Background: an optimization exercise with open tools, aiming at small area. Do not read the settings as production practice. RTL that was checked went through simulation tests only; none was proved equivalent to the original. No driver is modelled on the clock port, so clock power and skew are understated where the tree is cut down; a real chip needs a root buffer or a tree. Power figures rest on the tool's default switching activity, not on a simulated workload.

==> module UART, before the edit <==
module UART(
    input clk,
    input rst,
    input start,
    input [7:0] tx_in,
    input rx,
    output tx,
    output [7:0] rx_output,
    output rx_done,
    output tx_done
);
    reg [3:0] q;
    reg [3:0] j;
    reg [7:0] tdata;
    reg tmux;
    wire t_idle = (j[1] & ~j[2] & j[3]);
    wire t_den = (j[1] & j[3]);
    wire j_step = (t_idle & start) | ((q[0] & q[2] & q[3])) | ((~j[0] & j[2] & j[3]));
    wire [3:0] q_nx = {((q[2])), ((q[1])), ((q[0])), ((~q[1] & ~q[3]) | (~q[0] & ~q[3]) | (~q[2] & q[3]))};
    wire [3:0] j_tg = {((~j[0] & ~j[1] & ~j[2])), ((~j[0] & ~j[1]) | (~j[0] & j[2] & j[3])), ((~j[0] & ~j[3]) | (~j[0] & ~j[2])), ((~j[3]) | (~j[2]) | (j[0]))};
    always @(*) begin
        case ({j[2], j[1], j[0]})
            3'd0: tmux = tdata[7];
            3'd1: tmux = tdata[6];
            3'd2: tmux = tdata[5];
            3'd3: tmux = tdata[4];
            3'd4: tmux = tdata[3];
            3'd5: tmux = tdata[2];
            3'd6: tmux = tdata[1];
            3'd7: tmux = tdata[0];
            default: tmux = 1'b1;
        endcase
    end
    always @(posedge clk) begin
        q <= (rst | t_idle) ? 4'd6 : q_nx;
        j <= rst ? 4'd10 : (j ^ ({4{j_step}} & j_tg));
        if (t_den) tdata <= tx_in;
    end
    assign tx = (((~j[3])) & tmux) | (j[1] & j[3]) | (~q[0] & j[0] & j[3]);
    assign tx_done = (~q[0] & ~q[3] & j[2] & j[3]);
    reg [3:0] p;
    reg [3:0] i;
    reg [7:0] rdata;
    wire r_idle = (~i[0] & ~i[1] & ~i[2]);
    wire i_step = (r_idle & ~rx) | ((~p[1] & ~p[3]));
    wire [3:0] p_nx = {((p[2])), ((p[1])), ((p[0])), ((p[0] & ~p[3]) | (~p[1] & ~p[2]) | (~p[0] & p[3]))};
    wire [3:0] i_tg = {((i[0] & i[1] & i[2]) | (i[0] & i[1] & i[3])), ((i[0] & i[1] & ~i[2] & ~i[3]) | (i[0] & i[2] & i[3])), ((i[0])), (1'b1)};
    always @(posedge clk) begin
        p <= (rst | r_idle) ? 4'd9 : p_nx;
        i <= rst ? 4'd0 : (i ^ ({4{i_step}} & i_tg));
        if (((~p[0] & ~p[2])) & ((~i[3]) | (~i[1]))) rdata <= {rx, rdata[7:1]};
    end
    assign rx_output = rdata;
    assign rx_done = (~p[1] & ~p[2] & i[0] & ~i[2] & i[3]);
endmodule
Settings: LEC_CHECK=0, CAP_MARGIN=0, CORE_AREA=3 3 63 63, DIE_AREA=0 0 66 66, GPL_TIMING_DRIVEN=0, SLEW_MARGIN=0; clock period 10.0 ns.
standard.sh (not shown) runs the stock make flow with config.mk's settings and CLKGATE_MAP_FILE= SYNTH_SCRIPT=/design/flow/synth_recipe.tcl, a recipe that flattens the netlist after the stock synthesis.
==> flow/flow/run.sh <==
#!/bin/bash
# Own flow: the standard layout (standard.sh), with three changes:
#  - synthesis maps the logic with an area-oriented abc script (flow/area.abc);
#  - port buffers are sky130_fd_sc_hd__buf_1 instead of the default choice;
#  - the clock is buffered by flow/my_cts.tcl (a few clock buffers, each
#    driving one cluster of flip-flops) in place of TritonCTS.
# Each tool's output goes to a log file of its own in this folder.
set -euo pipefail
export MY_WORK="$PWD"
export MY_ABC_SCRIPT="$PWD/flow/area.abc"
ARGS=(SYNTH_SCRIPT="$PWD/flow/my_synth.tcl" BUFFER_PORTS_ARGS="-buffer_cell sky130_fd_sc_hd__buf_1")
bash standard.sh "${ARGS[@]}" place > flow_place.log 2>&1
RES="$PWD/orfs/results/sky130hd/UART/base"
MY_RESULTS="$RES" PLATFORM_DIR="$FLOW_HOME/platforms/sky130hd" CLK_K=1 CLK_BUF=sky130_fd_sc_hd__buf_12 \
  openroad -no_init -exit flow/my_cts.tcl > flow_cts.log 2>&1
bash standard.sh "${ARGS[@]}" finish > flow_finish.log 2>&1
Other scripts of this flow, unchanged in this note and not shown: flow/flow/area.abc, flow/flow/my_cts.tcl, flow/flow/my_synth.tcl
Rerun with:
--- a/flow/design.v
+++ b/flow/design.v
@@ -43,8 +43,8 @@
     reg [3:0] i;
     reg [7:0] rdata;
-    wire r_idle = (~i[0] & ~i[1] & ~i[2]);
+    wire r_idle = (~i[0] & ~i[1] & ~i[2] & ~i[3]);
     wire i_step = (r_idle & ~rx) | ((~p[1] & ~p[3]));
     wire [3:0] p_nx = {((p[2])), ((p[1])), ((p[0])), ((p[0] & ~p[3]) | (~p[1] & ~p[2]) | (~p[0] & p[3]))};
-    wire [3:0] i_tg = {((i[0] & i[1] & i[2]) | (i[0] & i[1] & i[3])), ((i[0] & i[1] & ~i[2] & ~i[3]) | (i[0] & i[2] & i[3])), ((i[0])), (1'b1)};
+    wire [3:0] i_tg = {((i[0] & i[1] & i[3]) | (i[0] & i[1] & i[2])), ((i[0] & i[1] & ~i[3])), ((i[0])), (1'b1)};
     always @(posedge clk) begin
         p <= (rst | r_idle) ? 4'd9 : p_nx;
@@ -53,4 +53,4 @@
     end
     assign rx_output = rdata;
-    assign rx_done = (~p[1] & ~p[2] & i[0] & ~i[2] & i[3]);
+    assign rx_done = (~p[1] & ~p[2] & i[0] & i[1] & i[3]);
 endmodule
The new run went through all stages and came out clean.
Combinational power came out lower by a few percent.
Sequential cell count does not change.
Power came out lower slightly.
Final cell count rises slightly.
Utilization does not change.
Sequential share of layout area is unchanged.
Wire length grows slightly.
Cell area stays the same.
Function not checked in the first run of this note: the RTL went through the layout flow alone. No run of this note takes its clock network from TritonCTS; it comes from the design's own scripts or RTL.

========
## old
The RTL this note starts from:
==> flow/design.v <==
`timescale 1ns / 1ps
module UART(
    input clk,
    input rst,
    input start,
    input [7:0] tx_in,
    input rx,
    output tx,
    output [7:0] rx_output,
    output rx_done,
    output tx_done
);
    reg [3:0] q;
    reg [3:0] j;
    reg [7:0] tdata;
    reg tmux;
    wire t_idle = (q[3] & ~j[1] & ~j[2] & ~j[3]);
    wire t_end = (j[2] & j[3]);
    wire t_load = rst | t_end | (t_idle & ~start);
    wire q_wrap = (q[1] & q[2]);
    wire [3:0] q_nx = {((q[2])), ((q[1])), ((q[0])), ((q[0] & q[3]) | (~q[0] & ~q[2] & ~q[3]) | (~q[0] & ~q[1] & ~q[3]))};
    wire [3:0] j_tg = {((j[0] & j[1] & j[2])), ((j[0] & j[1])), ((j[0])), (1'b1)};
    always @(*) begin
        case ({j[2], j[1], j[0]})
            3'd0: tmux = tdata[5];
            3'd1: tmux = tdata[6];
            3'd2: tmux = tdata[7];
            3'd3: tmux = tdata[0];
            3'd4: tmux = tdata[1];
            3'd5: tmux = tdata[2];
            3'd6: tmux = tdata[3];
            3'd7: tmux = tdata[4];
            default: tmux = 1'b1;
        endcase
    end
    always @(posedge clk) begin
        q <= t_load ? 4'd9 : q_nx;
        j <= t_load ? 4'd1 : (j ^ ({4{q_wrap}} & j_tg));
        if (t_idle) tdata <= tx_in;
    end
    assign tx = (((j[0] & j[1]) | (j[3]) | (j[2])) & tmux) | (j[0] & j[1] & j[3]) | (j[2] & j[3]) | (q[0] & ~j[1] & ~j[2] & ~j[3]);
    assign tx_done = (q[0] & q[1] & j[0] & j[1] & j[3]);
    reg [3:0] p;
    reg [3:0] i;
    reg [7:0] rdata;
    wire r_idle = (~i[0] & ~i[1] & ~i[2] & ~i[3]);
    wire i_step = (r_idle & ~rx) | ((~p[1] & ~p[3]));
    wire [3:0] p_nx = {((p[2])), ((p[1])), ((p[0])), ((p[0] & ~p[3]) | (~p[1] & ~p[2]) | (~p[0] & p[3]))};
    wire [3:0] i_tg = {((i[0] & i[1] & i[3]) | (i[0] & i[1] & i[2])), ((i[0] & i[1] & ~i[3])), ((i[0])), (1'b1)};
    always @(posedge clk) begin
        p <= (rst | r_idle) ? 4'd9 : p_nx;
        i <= rst ? 4'd0 : (i ^ ({4{i_step}} & i_tg));
        if (((~p[0] & ~p[2])) & ((~i[3]) | (~i[1]))) rdata <= {rx, rdata[7:1]};
    end
    assign rx_output = rdata;
    assign rx_done = (~p[1] & ~p[2] & i[0] & i[1] & i[3]);
endmodule
clock: 10.0 ns
lec_check: 0
cap_margin: 0
core_area: 3 3 63 63
die_area: 0 0 66 66
gpl_timing_driven: 0
slew_margin: 0
==> flow/flow/run.sh <==
#!/bin/bash
# Own flow: the standard layout (standard.sh), with three changes:
#  - synthesis maps the logic with an area-oriented abc script (flow/area.abc);
#  - port buffers are sky130_fd_sc_hd__buf_1 instead of the default choice;
#  - the clock is buffered by flow/my_cts.tcl (a few clock buffers, each
#    driving one cluster of flip-flops) in place of TritonCTS.
# Each tool's output goes to a log file of its own in this folder.
set -euo pipefail
export MY_WORK="$PWD"
export MY_ABC_SCRIPT="$PWD/flow/area.abc"
ARGS=(SYNTH_SCRIPT="$PWD/flow/my_synth.tcl" BUFFER_PORTS_ARGS="-buffer_cell sky130_fd_sc_hd__buf_1")
bash standard.sh "${ARGS[@]}" place > flow_place.log 2>&1
RES="$PWD/orfs/results/sky130hd/UART/base"
MY_RESULTS="$RES" PLATFORM_DIR="$FLOW_HOME/platforms/sky130hd" CLK_K=2 CLK_BUF=sky130_fd_sc_hd__clkbuf_8 \
  openroad -no_init -exit flow/my_cts.tcl > flow_cts.log 2>&1
bash standard.sh "${ARGS[@]}" finish > flow_finish.log 2>&1
Other scripts of this flow, unchanged in this note and not shown: flow/flow/area.abc, flow/flow/my_cts.tcl, flow/flow/my_synth.tcl
[inputs] new vs old
--- a/flow/design.v
+++ b/flow/design.v
@@ -40,18 +40,20 @@
     end
     assign tx = (((j[0] & j[1]) | (j[3]) | (j[2])) & tmux) | (j[0] & j[1] & j[3]) | (j[2] & j[3]) | (q[0] & ~j[1] & ~j[2] & ~j[3]);
     assign tx_done = (q[0] & q[1] & j[0] & j[1] & j[3]);
     reg [3:0] p;
     reg [3:0] i;
     reg [7:0] rdata;
-    wire r_idle = (~i[0] & ~i[1] & ~i[2] & ~i[3]);
-    wire i_step = (r_idle & ~rx) | ((~p[1] & ~p[3]));
-    wire [3:0] p_nx = {((p[2])), ((p[1])), ((p[0])), ((p[0] & ~p[3]) | (~p[1] & ~p[2]) | (~p[0] & p[3]))};
-    wire [3:0] i_tg = {((i[0] & i[1] & i[3]) | (i[0] & i[1] & i[2])), ((i[0] & i[1] & ~i[3])), ((i[0])), (1'b1)};
+    wire r_idle = (p[2] & p[3] & ~i[0] & ~i[1] & ~i[2] & ~i[3]);
+    wire r_end = (i[0] & i[1] & i[3]);
+    wire r_load = rst | r_end | (r_idle & rx);
+    wire p_wrap = (~p[0] & ~p[1] & ~p[2] & ~p[3]);
+    wire [3:0] p_nx = {((p[2])), ((p[1])), ((p[0])), ((~p[1] & ~p[2] & ~p[3]) | (~p[0] & ~p[2] & ~p[3]) | (p[2] & p[3]))};
+    wire [3:0] i_tg = {((i[0] & i[1] & i[2])), ((i[0] & i[1])), ((i[0])), (1'b1)};
     always @(posedge clk) begin
-        p <= (rst | r_idle) ? 4'd9 : p_nx;
-        i <= rst ? 4'd0 : (i ^ ({4{i_step}} & i_tg));
-        if (((~p[0] & ~p[2])) & ((~i[3]) | (~i[1]))) rdata <= {rx, rdata[7:1]};
+        p <= r_load ? 4'd12 : p_nx;
+        i <= r_load ? 4'd0 : (i ^ ({4{p_wrap}} & i_tg));
+        if (p_wrap & ((~i[3]) | (~i[0]))) rdata <= {rx, rdata[7:1]};
     end
     assign rx_output = rdata;
-    assign rx_done = (~p[1] & ~p[2] & i[0] & i[1] & i[3]);
+    assign rx_done = (p[0] & p[3] & i[1] & i[3]);
 endmodule
## What came out
Compared with old, new is the less power-hungry design.
Looking at new and old, the worst hold slack is a wash.
In the tables for new and old, sum of net half-perimeters after detailed placement reads lower with old.
Per the comparison of new with old, arrival time at the worst endpoint neither gained nor lost much; core utilization of the finished layout picked up an extra 0.37 points; cell count lost 1; slew at the pin closest to its max-slew limit lost 0.022 ns.
new vs. old: number of vias in the routed layout went up by 51.
new: flow completed, timing, DRC and antenna clean
No run of this note takes its clock network from TritonCTS; it comes from the design's own scripts or RTL.

========
RTL: the design.v shown in full above, as it stands there.
export LEC_CHECK = 0
export CAP_MARGIN = 0
export CORE_AREA = 3 3 63 63
export DIE_AREA = 0 0 66 66
export GPL_TIMING_DRIVEN = 0
export SLEW_MARGIN = 0
create_clock -name core_clock -period 10.0 [get_ports {clk}]
==> flow/flow/run.sh <==
#!/bin/bash
# Own flow: the standard layout (standard.sh), with three changes:
#  - synthesis maps the logic with an area-oriented abc script (flow/area.abc);
#  - port buffers are sky130_fd_sc_hd__buf_1 instead of the default choice;
#  - the clock is buffered by flow/my_cts.tcl (a few clock buffers, each
#    driving one cluster of flip-flops) in place of TritonCTS.
# Each tool's output goes to a log file of its own in this folder.
set -euo pipefail
export MY_WORK="$PWD"
export MY_ABC_SCRIPT="$PWD/flow/area.abc"
ARGS=(SYNTH_SCRIPT="$PWD/flow/my_synth.tcl" BUFFER_PORTS_ARGS="-buffer_cell sky130_fd_sc_hd__buf_1")
bash standard.sh "${ARGS[@]}" place > flow_place.log 2>&1
RES="$PWD/orfs/results/sky130hd/UART/base"
MY_RESULTS="$RES" PLATFORM_DIR="$FLOW_HOME/platforms/sky130hd" CLK_K=1 CLK_BUF=sky130_fd_sc_hd__clkbuf_16 \
  openroad -no_init -exit flow/my_cts.tcl > flow_cts.log 2>&1
bash standard.sh "${ARGS[@]}" finish > flow_finish.log 2>&1
Other scripts of this flow, unchanged in this note and not shown: flow/flow/area.abc, flow/flow/my_cts.tcl, flow/flow/my_synth.tcl
==> next run, changes <==
==> flow/design.v (replaced) <==
`timescale 1ns / 1ps
module UART(
    input clk,
    input rst,
    input start,
    input [7:0] tx_in,
    input rx,
    output tx,
    output [7:0] rx_output,
    output rx_done,
    output tx_done
);
    reg [3:0] q;
    reg [3:0] j;
    reg [7:0] tdata;
    reg tmux;
    wire t_idle = (~q[3] & ~j[0] & ~j[2] & ~j[3]);
    wire t_end = (j[0] & j[2] & j[3]);
    wire t_load = rst | t_end | (t_idle & ~start);
    wire q_wrap = (~q[1] & ~q[2]);
    wire [3:0] q_nx = {((q[2])), ((q[1])), ((q[0])), ((q[0] & ~q[3]) | (~q[1] & ~q[2]) | (~q[0] & q[3]))};
    wire [3:0] j_tg = {((j[0] & j[1] & j[2])), ((j[0] & j[1])), ((j[0])), (1'b1)};
    always @(*) begin
        case ({j[2], j[1], j[0]})
            3'd0: tmux = tdata[4];
            3'd1: tmux = tdata[5];
            3'd2: tmux = tdata[6];
            3'd3: tmux = tdata[7];
            3'd4: tmux = tdata[0];
            3'd5: tmux = tdata[1];
            3'd6: tmux = tdata[2];
            3'd7: tmux = tdata[3];
            default: tmux = 1'b1;
        endcase
    end
    always @(posedge clk) begin
        q <= t_load ? 4'd6 : q_nx;
        j <= t_load ? 4'd2 : (j ^ ({4{q_wrap}} & j_tg));
        if (t_idle) tdata <= tx_in;
    end
    assign tx = (((j[2]) | (j[3])) & tmux) | (j[2] & j[3]) | (~q[0] & ~j[0] & ~j[2] & ~j[3]);
    assign tx_done = (~q[0] & ~q[1] & j[2] & j[3]);
    reg [3:0] p;
    reg [3:0] i;
    reg [7:0] rdata;
    wire r_idle = (~i[0] & ~i[1] & ~i[2] & ~i[3]);
    wire i_step = (r_idle & ~rx) | ((~p[1] & ~p[3]));
    wire [3:0] p_nx = {((p[2])), ((p[1])), ((p[0])), ((p[0] & ~p[3]) | (~p[1] & ~p[2]) | (~p[0] & p[3]))};
    wire [3:0] i_tg = {((i[0] & i[1] & i[3]) | (i[0] & i[1] & i[2])), ((i[0] & i[1] & ~i[3])), ((i[0])), (1'b1)};
    always @(posedge clk) begin
        p <= (rst | r_idle) ? 4'd9 : p_nx;
        i <= rst ? 4'd0 : (i ^ ({4{i_step}} & i_tg));
        if (((~p[0] & ~p[2])) & ((~i[3]) | (~i[1]))) rdata <= {rx, rdata[7:1]};
    end
    assign rx_output = rdata;
    assign rx_done = (~p[1] & ~p[2] & i[0] & i[1] & i[3]);
endmodule
Outcome: The new run finished clean. Worst setup slack loses 99 ps. Cell count fell by 2.5%. Die area stays the same. Cell area goes down by 0.57%. Utilization drops by 0.22 points. Sequential power is about the same. First-iteration DRC count came out lower by 67%. Synthesized area falls by 0.66%. Synthesized cell count came out lower by 4.5%.
In every run of this note, the design's own scripts or RTL, not TritonCTS, make the clock network.

## re-timing with driven ports
No port has a modelled driver above. Below, the same layouts with a new extraction and two added sets of constraints. Step 1, drivers: a clkbuf_16 drives clk and a buf_2 each remaining input, both assumed. Step 2, shift: input delay + t, output delay - t, t = (earliest + latest rising clock arrival at the registers) / 2. This alone moves slack from input paths to output paths. Slacks: ideal / step 1 / step 2; pairs: ideal / step 1.
run	t (ns)	setup slack, ns	slew at the worst register clock pin (ns)	worst data-port slew with drivers (ns)
the first run of note 1	0.174	6.444 / 6.414 / 6.588	0.12 / 0.12	0.03
the second run of note 1	0.170	6.433 / 6.404 / 6.574	0.11 / 0.11	0.03
old	0.183	6.510 / 6.477 / 6.660	0.10 / 0.10	0.03
new	0.183	6.523 / 6.488 / 6.671	0.10 / 0.10	0.03
the first run of note 3	0.196	6.494 / 6.466 / 6.662	0.11 / 0.11	0.03
the second run of note 3	0.196	6.395 / 6.367 / 6.562	0.11 / 0.11	0.03
After both steps setup and hold are still met in every run listed.
